Background: an optimization exercise with open tools, aiming at small area, a short achievable clock period and few clock cycles per item. Do not read the settings as production practice.
At most, simulation tests tie the RTL to the original design; equivalence was not proved.
Power and IR drop assume default switching activity.

Design divide, start of the top module:
module divide(clk, rst, new_inp, dvdend, len_a, dvsor, len_b, quotient, remainder, count_add, count_sub, done);
export LEC_CHECK = 0
export ABC_AREA = 1
export CAP_MARGIN = 20
export CORE_MARGIN = 2
export CORE_UTILIZATION = 40
export SETUP_SLACK_MARGIN = 2.8
export SLEW_MARGIN = 20
export DONT_USE_CELLS = sky130_fd_sc_hd__fa_1 sky130_fd_sc_hd__fa_2 sky130_fd_sc_hd__fa_4 sky130_fd_sc_hd__ha_1 sky130_fd_sc_hd__ha_2 sky130_fd_sc_hd__ha_4
export BUFFER_PORTS_ARGS = -buffer_cell sky130_fd_sc_hd__buf_1
create_clock -name core_clock -period 6.0 [get_ports {clk}]
standard.sh (not shown) runs the stock make flow with config.mk's settings and CLKGATE_MAP_FILE= SYNTH_SCRIPT=/design/flow/synth_recipe.tcl, a recipe that flattens the netlist after the stock synthesis.
==> flow/flow/run.sh <==
#!/bin/bash
# The standard layout (standard.sh: ORFS synthesis and every layout step
# unchanged) with two library choices added to config.mk:
#  - full and half adder cells are not used, so Yosys leaves adders to abc
#    as plain gates (faster than the fa/ha cells);
#  - buffer_ports inserts plain buf_1 port buffers (sized up later by the
#    repair steps where needed) instead of the delay cells it picks by default.
# Make's full output, with every tool's, goes to flow.log; ORFS also keeps
# each step's log under orfs/logs.
set -euo pipefail
cat >> config.mk <<'EOC'
export DONT_USE_CELLS = sky130_fd_sc_hd__fa_1 sky130_fd_sc_hd__fa_2 sky130_fd_sc_hd__fa_4 sky130_fd_sc_hd__ha_1 sky130_fd_sc_hd__ha_2 sky130_fd_sc_hd__ha_4
export BUFFER_PORTS_ARGS = -buffer_cell sky130_fd_sc_hd__buf_1
EOC
bash standard.sh finish > flow.log 2>&1
Testbench counts at the start, summed over its fixed seeds: cycles 21,027, items 4,000.
Then changed:
--- a/flow/design.v
+++ b/flow/design.v
@@ -1,23 +1,25 @@
 module divide(clk, rst, new_inp, dvdend, len_a, dvsor, len_b, quotient, remainder, count_add, count_sub, done);
 	input clk;
 	input rst;
 	input new_inp;
 	input [31:0] dvdend, dvsor;
 	input [4:0] len_a, len_b;
 	output [31:0] quotient, remainder;
 	output reg done;
-	output reg [4:0] count_add, count_sub;
+	output [4:0] count_add, count_sub;
 	reg [30:0] q;       
 	reg [30:0] r;       
 	reg z;              
 	reg [30:0] h;       
 	reg [3:0] m;        
+	reg [4:0] ca;       
+	reg [4:0] cs;       
 	wire bz = (len_b == 5'd1) & ~dvsor[0];
 	wire lt = len_a < len_b;
 	wire [3:0] fs = len_a[4:1] - len_b[4:1] - {3'd0, len_b[0] & ~len_a[0]};
 	wire [30:0] sh1 = fs[0] ? {dvsor[28:0], 2'b00} : dvsor[30:0];
 	wire [30:0] sh2 = fs[1] ? {sh1[26:0], 4'h0} : sh1;
 	wire [30:0] sh3 = fs[2] ? {sh2[22:0], 8'h00} : sh2;
 	wire [30:0] h0 = fs[3] ? {sh3[14:0], 16'h0000} : sh3;
 	wire [33:0] xa = {3'b000, r};
 	wire [33:0] xb = ~{3'b000, h};
@@ -308,18 +310,20 @@
 	wire c2 = a2_co;    
 	wire c3 = a3_co;    
 	wire d1 = c2;
 	wire d0 = c3 | (c1 & ~c2);
 	wire [30:0] rn = c3 ? a3_s[30:0] : c2 ? a2_s[30:0] : a1_s[30:0];
 	wire last = (m == 4'd0);
 	wire start = done & new_inp;
 	assign quotient = {z, q};
 	assign remainder = {z, r};
+	assign count_add = ca + {4'd0, ~q[1]} + {4'd0, ~q[0]};
+	assign count_sub = cs + {4'd0, q[1]};
 	always @(posedge clk) begin
 		if (rst)
 			done <= 1'b1;
 		else if (start)
 			done <= bz | lt;
 		else if (!done)
 			done <= last;
 	end
 	always @(posedge clk) begin
@@ -330,20 +334,20 @@
 			h <= h >> 2;
 			m <= m - 4'd1;
 		end
 	end
 	always @(posedge clk) begin
 		if (start) begin
 			r <= dvdend[30:0] | {31{bz}};
 			q <= {31{bz}};
 			z <= bz;
-			count_add <= (bz | lt | len_a[0] ^ len_b[0]) ? 5'd0 : 5'd31;
-			count_sub <= (bz | lt) ? 5'd0 : 5'd1;
+			ca <= bz ? 5'd0 : (lt | len_a[0] ^ len_b[0]) ? 5'd30 : 5'd29;
+			cs <= bz ? 5'd31 : lt ? 5'd0 : 5'd1;
 		end else if (!done) begin
 			if (c1)
 				r <= rn;
 			q <= {q[28:0], d1, d0};
-			count_add <= count_add + {4'd0, ~d1} + {4'd0, ~d0};
-			count_sub <= count_sub + {4'd0, d1} + {4'd0, d0 & ~last};
+			ca <= ca + {4'd0, ~q[1]} + {4'd0, ~q[0]};
+			cs <= cs + {4'd0, q[1]} + {4'd0, q[0]};
 		end
 	end
 endmodule
Outcome: Die area increases by 1.7%. Clock skew is about the same. Sequential power decreases by about 3%. Clock-buffer cell count is unchanged. Non-clock buffer count increases by 8. Via count decreases by 2.0%. Core utilization increases by 0.45 points. Final cell count increases by 1.2%. First-iteration DRC count decreases by 33%. Synthesized cell count increases by 1.0%.
The RTL of the second run of this note was laid out without a check of its function.

* * *

## cedar
Another version of the RTL of divide (not shown whole).
For scale: about 1800 cells after synthesis, about 110 flip-flops, about 0.010 mm2 of cells after synthesis.
clock: 6.0 ns
lec_check: 0
abc_area: 1
cap_margin: 20
core_margin: 2
core_utilization: 40
setup_slack_margin: 2.8
slew_margin: 20
dont_use_cells: sky130_fd_sc_hd__fa_1 sky130_fd_sc_hd__fa_2 sky130_fd_sc_hd__fa_4 sky130_fd_sc_hd__ha_1 sky130_fd_sc_hd__ha_2 sky130_fd_sc_hd__ha_4
buffer_ports_args: -buffer_cell sky130_fd_sc_hd__buf_1
Scripts as last shown in full above: flow/flow/run.sh
## Diff of input files: indigo against cedar
--- a/flow/design.v
+++ b/flow/design.v
@@ -8,17 +8,17 @@
 	output reg done;
 	output reg [4:0] count_add, count_sub;
 	reg [30:0] q;       
 	reg [30:0] r;       
 	reg z;              
 	reg [30:0] h;       
 	reg [3:0] m;        
-	wire [5:0] sd = {1'b0, len_a} - {1'b0, len_b};
-	wire bz = (dvsor[30:0] == 31'd0);
-	wire lt = sd[5];
+	reg vf;             
+	wire bz = (len_b == 5'd1) & ~dvsor[0];
+	wire lt = len_a < len_b;
 	wire [3:0] fs = len_a[4:1] - len_b[4:1] - {3'd0, len_b[0] & ~len_a[0]};
 	wire [30:0] sh1 = fs[0] ? {dvsor[28:0], 2'b00} : dvsor[30:0];
 	wire [30:0] sh2 = fs[1] ? {sh1[26:0], 4'h0} : sh1;
 	wire [30:0] sh3 = fs[2] ? {sh2[22:0], 8'h00} : sh2;
 	wire [30:0] h0 = fs[3] ? {sh3[14:0], 16'h0000} : sh3;
 	wire [33:0] xa = {3'b000, r};
 	wire [33:0] xb = ~{3'b000, h};
@@ -322,29 +322,31 @@
 			done <= bz | lt;
 		else if (!done)
 			done <= last;
 	end
 	always @(posedge clk) begin
 		if (done) begin
 			h <= h0;
-			m <= sd[4:1];
+			m <= fs;
 		end else begin
 			h <= h >> 2;
 			m <= m - 4'd1;
 		end
 	end
 	always @(posedge clk) begin
 		if (start) begin
 			r <= dvdend[30:0] | {31{bz}};
 			q <= {31{bz}};
 			z <= bz;
-			count_add <= (bz | lt | sd[0]) ? 5'd0 : 5'd31;
+			vf <= ~(len_a[0] ^ len_b[0]);
+			count_add <= 5'd0;
 			count_sub <= (bz | lt) ? 5'd0 : 5'd1;
 		end else if (!done) begin
 			if (c1)
 				r <= rn;
 			q <= {q[28:0], d1, d0};
-			count_add <= count_add + {4'd0, ~d1} + {4'd0, ~d0};
+			vf <= 1'b0;
+			count_add <= count_add + {4'd0, ~d1 & ~vf} + {4'd0, ~d0};
 			count_sub <= count_sub + {4'd0, d1} + {4'd0, d0 & ~last};
 		end
 	end
 endmodule
==> comparison <==
- Total cell area at the placement stage grows slightly when moving from cedar to indigo.
- indigo has less setup slack than cedar.
- indigo: met2 track demand over resource is 0.72 points lower than what cedar reported.
- Cell area | indigo vs cedar | indigo larger
- Looking at capture point of the critical path, the h[20] result is from indigo; the count_add[0] one comes from cedar.
- Comparing signed area change from the synthesized netlist to the final layout for indigo and cedar, the smaller number came from cedar.
- Summary of indigo over cedar: power picked up an extra about 3.4%; routed wire length picked up an extra about 1%; number of different library cells in the post-synthesis netlist picked up an extra about 20%; number of signal-net buffers in the layout picked up an extra about 6.5%.
No run of this note included a check of the RTL's function; only the layout flow was run.

-- static timing again, ports no longer ideal --
The results above use ideal ports. As a check the final layouts listed here were re-extracted and re-timed, cells and wires unchanged.
Step 1 (the two cells are an assumption about what drives the block):
set clk [get_ports {clk}]
set_driving_cell -lib_cell sky130_fd_sc_hd__clkbuf_16 $clk
set_driving_cell -lib_cell sky130_fd_sc_hd__buf_2 [delete_from_list [all_inputs] $clk]
Step 2 adds t to the input delays and takes it off the output delays; t is the mean of the earliest and latest rising clock arrival at the registers after step 1. Input paths then give back, and output paths get back, about the clock's delay inside the block.
a / b / c = ideal / step 1 / step 2; a / b = the first two.
run	shift t [ns]	setup slack, ns	hold WS [ns]	worst setup path at the end	clock arrival spread, ns
the first run of note 1	0.416	2.961 / 2.988 / 2.572	0.492 / 0.492 / 0.492	input to register	0.020 / 0.020
the second run of note 1	0.420	2.850 / 2.802 / 2.578	0.473 / 0.473 / 0.473	input to register	0.018 / 0.017
cedar	0.415	2.924 / 2.951 / 2.536	0.467 / 0.467 / 0.467	input to register	0.016 / 0.016
indigo	0.415	2.910 / 2.934 / 2.519	0.487 / 0.487 / 0.487	input to register	0.010 / 0.010
After both steps setup and hold are still met in every run listed. The setup slack of indigo, which loses most, moves by +0.024 ns with the drivers and by -0.391 ns with both steps.
